Context: an optimization exercise on an open-source flow, tuned for small area. The choices shown serve that exercise and are no tape-out recipe. RTL that was checked went through simulation tests only; none was proved equivalent to the original. No driver is modelled on the clock port, so clocking that relies on it looks cheaper here than on a real chip.

## build 50
## iob_axil_macc
module iob_axil_macc #(
   parameter DATA_W = 32
) (
   input                 clk_i,
   input                 cke_i,
   input                 arst_i,
   input  [       2-1:0] iob_csrs_axil_araddr_i,
   input                 iob_csrs_axil_arvalid_i,
   output                iob_csrs_axil_arready_o,
   output [  DATA_W-1:0] iob_csrs_axil_rdata_o,
   output [       2-1:0] iob_csrs_axil_rresp_o,
   output                iob_csrs_axil_rvalid_o,
   input                 iob_csrs_axil_rready_i,
   input  [       2-1:0] iob_csrs_axil_awaddr_i,
   input                 iob_csrs_axil_awvalid_i,
   output                iob_csrs_axil_awready_o,
   input  [  DATA_W-1:0] iob_csrs_axil_wdata_i,
   input  [DATA_W/8-1:0] iob_csrs_axil_wstrb_i,
   input                 iob_csrs_axil_wvalid_i,
   output                iob_csrs_axil_wready_o,
   output [       2-1:0] iob_csrs_axil_bresp_o,
   output                iob_csrs_axil_bvalid_o,
   input                 iob_csrs_axil_bready_i
);
clock: 5.0 ns
lec_check: 0
cap_margin: 20
core_margin: 2
core_utilization: 40
cts_buf_list: sky130_fd_sc_hd__clkbuf_8
cts_cluster_size: 30
slew_margin: 20
synth_hierarchical: 1
synth_minimum_keep_size: 0
run.sh (not shown) runs the stock make flow with config.mk's settings and CLKGATE_MAP_FILE= SYNTH_SCRIPT=/design/flow/synth_recipe.tcl, a recipe that flattens the netlist after the stock synthesis.
No stage failed in build 50, and the final checks on the layout all came back clean.
Setup changes, build 50 to build 90
# build 50
export LEC_CHECK = 0
export CAP_MARGIN = 20
export CORE_MARGIN = 2
export CORE_UTILIZATION = 40
export CTS_BUF_LIST = sky130_fd_sc_hd__clkbuf_8
export CTS_CLUSTER_SIZE = 30
export SLEW_MARGIN = 20
export SYNTH_HIERARCHICAL = 1
export SYNTH_MINIMUM_KEEP_SIZE = 0
create_clock -name core_clock -period 5.0 [get_ports {clk_i}]
# build 90
export LEC_CHECK = 0
export CAP_MARGIN = 20
export CORE_MARGIN = 2
export CORE_UTILIZATION = 60
export SLEW_MARGIN = 20
export SYNTH_HIERARCHICAL = 1
export SYNTH_MINIMUM_KEEP_SIZE = 0
create_clock -name core_clock -period 5.0 [get_ports {clk_i}]
==> flow/flow/run.sh (new file) <==
#!/bin/bash
# The standard layout (standard.sh), with three changes to how the
# layout is made:
#  - after floorplanning, every combinational cell from synthesis is swapped
#    to the smallest cell of its kind (flow/downsize.tcl); the later repair
#    steps size cells up again where timing, slew or load need it;
#  - the port buffers are buf_1 cells;
#  - the clock tree uses clkbuf_8 and no dummy loads.
# Each step's full output goes to its own log file in this folder.
set -euo pipefail
ODB="$PWD/orfs/results/sky130hd/iob_axil_macc/base/2_floorplan.odb"
ARGS=(
  "BUFFER_PORTS_ARGS=-buffer_cell sky130_fd_sc_hd__buf_1"
  "CTS_ARGS=-sink_clustering_enable -repair_clock_nets -dont_use_dummy_load -buf_list sky130_fd_sc_hd__clkbuf_8 -sink_clustering_size 30"
)
bash standard.sh "${ARGS[@]}" floorplan > standard_floorplan.log 2>&1
DS_ODB="$ODB" openroad -no_init -exit flow/downsize.tcl > downsize.log 2>&1
bash standard.sh "${ARGS[@]}" finish > standard_finish.log 2>&1
==> flow/flow/downsize.tcl (new file) <==
# Swap every combinational cell of the synthesized netlist to the smallest
# cell of the same kind (same base name and pins), before placement.  The
# flow's own repair steps then size up only what timing, slew or load need.
read_db $::env(DS_ODB)
set db [ord::get_db]
set block [ord::get_db_block]
set masters {}
foreach lib [$db getLibs] {
  foreach m [$lib getMasters] { dict set masters [$m getName] $m }
}
proc pins_of {m} {
  set p {}
  foreach t [$m getMTerms] { lappend p [$t getName] }
  return [lsort $p]
}
set swapped 0
set saved 0
foreach inst [$block getInsts] {
  set m [$inst getMaster]
  set name [$m getName]
  if {![regexp {^sky130_fd_sc_hd__([a-z0-9]+)_([0-9]+)$} $name -> base size]} { continue }
  if {[regexp {^(df|edf|sdf|dl|clk|conb|tap|fill|decap|lpflow|probe|diode|ebuf|einv)} $base]} { continue }
  set best $m
  set area [expr {[$m getWidth] * [$m getHeight]}]
  dict for {cn cm} $masters {
    if {![regexp "^sky130_fd_sc_hd__${base}_\[0-9\]+\$" $cn]} { continue }
    set a [expr {[$cm getWidth] * [$cm getHeight]}]
    if {$a < $area && [pins_of $cm] eq [pins_of $m]} { set best $cm; set area $a }
  }
  if {$best ne $m} {
    set saved [expr {$saved + [$m getWidth] * [$m getHeight] - $area}]
    $inst swapMaster $best
    incr swapped
  }
}
puts "downsize: swapped $swapped cells, saved [expr {$saved / 1.0e6}] um2"
write_db $::env(DS_ODB)
==> flow/standard.sh (new file) <==
#!/bin/bash
# synth_recipe.tcl (not shown) runs the flow's synth.tcl, then flattens the netlist and writes it again
# the make line also repeats each setting of config.mk as NAME=value (left out here)
make -C /OpenROAD-flow-scripts/flow DESIGN_CONFIG=/design/flow/config.mk WORK_HOME=/design/flow/orfs CLKGATE_MAP_FILE= SYNTH_SCRIPT=/design/flow/synth_recipe.tcl "${@:-finish}"
removed: flow/run.sh
Findings:
In the final reports, the cell area of build 90 is smaller than that of build 50.
The final-report max-slew violation count was comparable across build 50 and build 90.
Build 90 vs build 50: final weighted congestion in routability-driven placement up
Relative to build 50, wire length of the first global-routing pass has gone down in build 90.
In the tables for build 50 and build 90, non-clock buffer count reads higher with build 50.
Count of routing violations after the opening detailed-route iteration: build 90 vs build 50 down 48
Going from build 50 to build 90, final critical-path required period did not really move.
The following lists how build 3 was set up differently from build 90:
# build 90
export LEC_CHECK = 0
export CAP_MARGIN = 20
export CORE_MARGIN = 2
export CORE_UTILIZATION = 60
export SLEW_MARGIN = 20
export SYNTH_HIERARCHICAL = 1
export SYNTH_MINIMUM_KEEP_SIZE = 0
create_clock -name core_clock -period 5.0 [get_ports {clk_i}]
# build 3
export LEC_CHECK = 0
export CAP_MARGIN = 20
export CORE_MARGIN = 2
export CORE_UTILIZATION = 40
export SLEW_MARGIN = 20
export SYNTH_HIERARCHICAL = 1
export SYNTH_MINIMUM_KEEP_SIZE = 0
create_clock -name core_clock -period 5.0 [get_ports {clk_i}]
Notes after the runs:
Comparing build 90 and build 3, share of the final layout cell area in multi-input gates is higher on build 90.
Sort build 90 and build 3 by final critical-path setup slack desc -> top: build 90
Build 3 vs build 90 — final critical path time including I/O delays and setup rose 0.028 ns.
Status: worst-skew pair later-pin latency parity (build 3, build 90)
A cell with the biggest individual delay on the critical path of sky130_fd_sc_hd__edfxtp_1 is what build 90 shows, while sky130_fd_sc_hd__fa_1 belongs to build 3.
Detail-routed net length per standard cell on build 3 is down relative to build 90.
Overall via count from detail_route (build 3 over build 90): decrease, 42

========
iob_axil_macc, a different RTL version from the one above (not shown whole).
Size in the first run: about 400 cells after synthesis, ~5400 um^2 of cells after synthesis.
==> flow/design.v (excerpt) <==
module iob_axil_macc #(
   parameter DATA_W = 32
) (
   input                 clk_i,
   input                 cke_i,
   input                 arst_i,
   input  [       2-1:0] iob_csrs_axil_araddr_i,
   input                 iob_csrs_axil_arvalid_i,
   output                iob_csrs_axil_arready_o,
   output [  DATA_W-1:0] iob_csrs_axil_rdata_o,
   output [       2-1:0] iob_csrs_axil_rresp_o,
   output                iob_csrs_axil_rvalid_o,
   input                 iob_csrs_axil_rready_i,
   input  [       2-1:0] iob_csrs_axil_awaddr_i,
   input                 iob_csrs_axil_awvalid_i,
   output                iob_csrs_axil_awready_o,
   input  [  DATA_W-1:0] iob_csrs_axil_wdata_i,
   input  [DATA_W/8-1:0] iob_csrs_axil_wstrb_i,
   input                 iob_csrs_axil_wvalid_i,
   output                iob_csrs_axil_wready_o,
   output [       2-1:0] iob_csrs_axil_bresp_o,
   output                iob_csrs_axil_bvalid_o,
   input                 iob_csrs_axil_bready_i
);
==> flow/config.mk <==
export PLATFORM = sky130hd
export DESIGN_NAME = iob_axil_macc
export DESIGN_NICKNAME = iob_axil_macc
export VERILOG_FILES = /design/flow/design.v
export SDC_FILE = /design/flow/constraint.sdc
export NUM_CORES = 4
export LEC_CHECK = 0
export CAP_MARGIN = 20
export CORE_MARGIN = 2
export CORE_UTILIZATION = 40
export SLEW_MARGIN = 20
export SYNTH_HIERARCHICAL = 1
export SYNTH_MINIMUM_KEEP_SIZE = 0
==> flow/constraint.sdc <==
create_clock -name core_clock -period 5.0 [get_ports {clk_i}]
set_input_delay 1.0000 -clock core_clock [delete_from_list [all_inputs] [get_ports {clk_i}]]
set_output_delay 1.0000 -clock core_clock [all_outputs]
set_load 0.01 [all_outputs]
standard.sh (not shown) runs the stock make flow with config.mk's settings and CLKGATE_MAP_FILE= SYNTH_SCRIPT=/design/flow/synth_recipe.tcl, a recipe that flattens the netlist after the stock synthesis.
==> flow/flow/run.sh <==
#!/bin/bash
# The standard layout (standard.sh), with four changes to how the
# layout is made:
#  - after floorplanning, every combinational cell from synthesis is swapped
#    to the smallest cell of its kind (flow/downsize.tcl); the later repair
#    steps size cells up again where timing, slew or load need it;
#  - the port buffers are buf_1 cells;
#  - the clock tree uses clkbuf_8 and no dummy loads;
#  - after clock tree synthesis, clock buffers are swapped to smaller ones
#    while every flip-flop clock pin keeps a slew under 110 ps
#    (flow/clkdown.tcl).
# Each step's full output goes to its own log file in this folder.
set -euo pipefail
RES="$PWD/orfs/results/sky130hd/iob_axil_macc/base"
ARGS=(
  "BUFFER_PORTS_ARGS=-buffer_cell sky130_fd_sc_hd__buf_1"
  "CTS_ARGS=-sink_clustering_enable -repair_clock_nets -dont_use_dummy_load -buf_list sky130_fd_sc_hd__clkbuf_8 -sink_clustering_size 30"
)
bash standard.sh "${ARGS[@]}" floorplan > standard_floorplan.log 2>&1
DS_ODB="$RES/2_floorplan.odb" openroad -no_init -exit flow/downsize.tcl > downsize.log 2>&1
bash standard.sh "${ARGS[@]}" cts > standard_cts.log 2>&1
PLATFORM_DIR="$FLOW_HOME/platforms/sky130hd" CD_ODB="$RES/4_cts.odb" CD_SDC="$RES/4_cts.sdc" \
  CLK_SLEW_TARGET=0.110 openroad -no_init -exit flow/clkdown.tcl > clkdown.log 2>&1
bash standard.sh "${ARGS[@]}" finish > standard_finish.log 2>&1
==> flow/flow/clkdown.tcl <==
set plat $::env(PLATFORM_DIR)
read_liberty $plat/lib/sky130_fd_sc_hd__tt_025C_1v80.lib
read_db $::env(CD_ODB)
read_sdc $::env(CD_SDC)
source $plat/setRC.tcl
set_propagated_clock [all_clocks]
set target $::env(CLK_SLEW_TARGET)
proc worst_clk_slew {} {
  estimate_parasitics -placement
  set w 0
  foreach pin [all_registers -clock_pins] {
    foreach e {rise fall} {
      set s [get_property $pin slew_max_$e]
      if {$s > $w} { set w $s }
    }
  }
  return $w
}
set block [ord::get_db_block]
set db [ord::get_db]
proc master {name} {
  foreach lib [$::db getLibs] {
    set m [$lib findMaster $name]
    if {$m ne "NULL"} { return $m }
  }
  return NULL
}
puts "clkdown: start worst clock-pin slew [worst_clk_slew]"
set order {sky130_fd_sc_hd__clkbuf_16 sky130_fd_sc_hd__clkbuf_8 sky130_fd_sc_hd__clkbuf_4 sky130_fd_sc_hd__clkbuf_2}
set saved 0
foreach inst [$block getInsts] {
  set m [[$inst getMaster] getName]
  set i [lsearch $order $m]
  if {$i < 0} { continue }
  # only the clock tree's buffers
  set onet [[$inst findITerm X] getNet]
  if {$onet eq "NULL" || [$onet getSigType] ne "CLOCK"} { continue }
  set cur [$inst getMaster]
  for {set j [expr {$i + 1}]} {$j < [llength $order]} {incr j} {
    set cand [master [lindex $order $j]]
    $inst swapMaster $cand
    set w [worst_clk_slew]
    if {$w > $target} {
      $inst swapMaster $cur
      break
    }
    set saved [expr {$saved + [$cur getWidth] - [$cand getWidth]}]
    set cur $cand
  }
}
puts "clkdown: saved [expr {$saved * 2.72 / 1000.0}] um2, worst clock-pin slew [worst_clk_slew]"
write_db $::env(CD_ODB)
==> flow/flow/downsize.tcl <==
# Swap every combinational cell of the synthesized netlist to the smallest
# cell of the same kind (same base name and pins), before placement.  The
# flow's own repair steps then size up only what timing, slew or load need.
read_db $::env(DS_ODB)
set db [ord::get_db]
set block [ord::get_db_block]
set masters {}
foreach lib [$db getLibs] {
  foreach m [$lib getMasters] { dict set masters [$m getName] $m }
}
proc pins_of {m} {
  set p {}
  foreach t [$m getMTerms] { lappend p [$t getName] }
  return [lsort $p]
}
set swapped 0
set saved 0
foreach inst [$block getInsts] {
  set m [$inst getMaster]
  set name [$m getName]
  if {![regexp {^sky130_fd_sc_hd__([a-z0-9]+)_([0-9]+)$} $name -> base size]} { continue }
  if {[regexp {^(df|edf|sdf|dl|clk|conb|tap|fill|decap|lpflow|probe|diode|ebuf|einv)} $base]} { continue }
  set best $m
  set area [expr {[$m getWidth] * [$m getHeight]}]
  dict for {cn cm} $masters {
    if {![regexp "^sky130_fd_sc_hd__${base}_\[0-9\]+\$" $cn]} { continue }
    set a [expr {[$cm getWidth] * [$cm getHeight]}]
    if {$a < $area && [pins_of $cm] eq [pins_of $m]} { set best $cm; set area $a }
  }
  if {$best ne $m} {
    set saved [expr {$saved + [$m getWidth] * [$m getHeight] - $area}]
    $inst swapMaster $best
    incr swapped
  }
}
puts "downsize: swapped $swapped cells, saved [expr {$saved / 1.0e6}] um2"
write_db $::env(DS_ODB)
The first run completed with no timing, DRC or antenna violations.
Edit:
==> flow/flow/run.sh (replaced) <==
#!/bin/bash
# The standard layout (standard.sh), with three changes to how the
# layout is made:
#  - after floorplanning, every combinational cell from synthesis is swapped
#    to the smallest cell of its kind (flow/downsize.tcl); the later repair
#    steps size cells up again where timing, slew or load need it;
#  - the port buffers are buf_1 cells;
#  - the clock tree uses clkbuf_8 and no dummy loads.
# Each step's full output goes to its own log file in this folder.
set -euo pipefail
ODB="$PWD/orfs/results/sky130hd/iob_axil_macc/base/2_floorplan.odb"
ARGS=(
  "BUFFER_PORTS_ARGS=-buffer_cell sky130_fd_sc_hd__buf_1"
  "CTS_ARGS=-sink_clustering_enable -repair_clock_nets -dont_use_dummy_load -buf_list sky130_fd_sc_hd__clkbuf_8 -sink_clustering_size 30"
)
bash standard.sh "${ARGS[@]}" floorplan > standard_floorplan.log 2>&1
DS_ODB="$ODB" openroad -no_init -exit flow/downsize.tcl > downsize.log 2>&1
bash standard.sh "${ARGS[@]}" finish > standard_finish.log 2>&1
removed: flow/flow/clkdown.tcl
Worst setup slack got worse by 0.021 ns.
Final area went up slightly.
Function was not checked in any run of this note: the RTL went through the layout flow alone.

========
Setup of tundra:
Another version of the RTL of iob_axil_macc (not shown whole).
For scale: ~550 cells after synthesis, about 80 flip-flops, roughly 89 I/O pins, ~5800 µm² of cells after synthesis.
clock: 5.0 ns
lec_check: 0
cap_margin: 20
core_margin: 2
core_utilization: 40
slew_margin: 20
run.sh (not shown) runs the stock make flow with config.mk's settings and CLKGATE_MAP_FILE= SYNTH_SCRIPT=/design/flow/synth_recipe.tcl, a recipe that flattens the netlist after the stock synthesis.
Stock flow here: none of the scripts above is used.
tundra: PASS, flow complete, no timing, DRC or antenna violations
Input changes introduced in harbor (baseline for comparison: tundra):
- an added CTS_BUF_LIST of sky130_fd_sc_hd__clkbuf_8
- an added CTS_CLUSTER_SIZE of 30
==> comparison <==
- Routed wire length on met3, tundra and harbor, lower one = tundra.
- Via count was higher in tundra than in harbor.
- As far as number of antenna violations at the first check in global routing goes, tundra and harbor are indistinguishable; the numbers are identical.
- On setup slack, harbor tracks tundra almost exactly.
- Compared to tundra, the routing of harbor uses less wire.
- First-pass GRT wire length of harbor falls short of that of tundra slightly.
- Between tundra and harbor, clock-buffer cell count decreased.
- As far as basic-gate share of the synthesized area counting and, or, nand and nor cells goes, harbor and tundra are indistinguishable; the numbers are identical.
> inputs changed (harbor -> nickel)
- CTS_BUF_LIST removed (was sky130_fd_sc_hd__clkbuf_8)
- CTS_CLUSTER_SIZE removed (was 30)
==> flow/flow/run.sh (new file) <==
#!/bin/bash
bash standard.sh \
  "BUFFER_PORTS_ARGS=-buffer_cell sky130_fd_sc_hd__buf_1" \
  "CTS_ARGS=-sink_clustering_enable -repair_clock_nets -dont_use_dummy_load -buf_list sky130_fd_sc_hd__clkbuf_8 -sink_clustering_size 30" \
  finish > standard.log 2>&1
==> flow/standard.sh (new file) <==
#!/bin/bash
# synth_recipe.tcl (not shown) runs the flow's synth.tcl, then flattens the netlist and writes it again
# the make line also repeats each setting of config.mk as NAME=value (left out here)
make -C /OpenROAD-flow-scripts/flow DESIGN_CONFIG=/design/flow/config.mk WORK_HOME=/design/flow/orfs CLKGATE_MAP_FILE= SYNTH_SCRIPT=/design/flow/synth_recipe.tcl "${@:-finish}"
removed: flow/run.sh
Notes after the runs:
- Delta (nickel minus harbor): total track usage saw little to no change, arrival time reported for the critical path endpoint saw an increase, per-cell routed wire length saw a decrease.
- Diff harbor -> nickel: core utilization -2.8 points; worst-case headroom to the max-slew limit increased 3.2 points.
No functional check of the RTL was part of any run of this note.

[what the ideal ports hide]
The results above use ideal ports. As a check the final layouts listed here were re-extracted and re-timed, cells and wires unchanged. Step 1 sets driving cells, clkbuf_16 on the clock port and buf_2 on the other inputs (assumed; they add their load-dependent delay and slew). Step 2 adds t to the input delays and takes it off the output delays; t is the mean of the earliest and latest rising clock arrival at the registers after step 1. Input paths then give back, and output paths get back, about the clock's delay inside the block. a / b / c = ideal / step 1 / step 2; a / b = the first two.
run | t, ns | setup WS [ns] | worst data-port slew with drivers (ns)
build 50 | 0.396 | 0.273 / 0.273 / 0.273 | 0.07
build 90 | 0.361 | 0.271 / 0.271 / 0.271 | 0.04
build 3 | 0.380 | 0.243 / 0.243 / 0.243 | 0.03
the first run of note 2 | 0.553 | 0.315 / 0.315 / 0.315 | 0.03
the second run of note 2 | 0.373 | 0.294 / 0.294 / 0.294 | 0.04
tundra | 0.381 | 0.542 / 0.542 / 0.542 | 0.04
harbor | 0.396 | 0.545 / 0.545 / 0.545 | 0.04
nickel | 0.393 | 0.507 / 0.507 / 0.507 | 0.03
After both steps setup and hold are still met in every run listed.
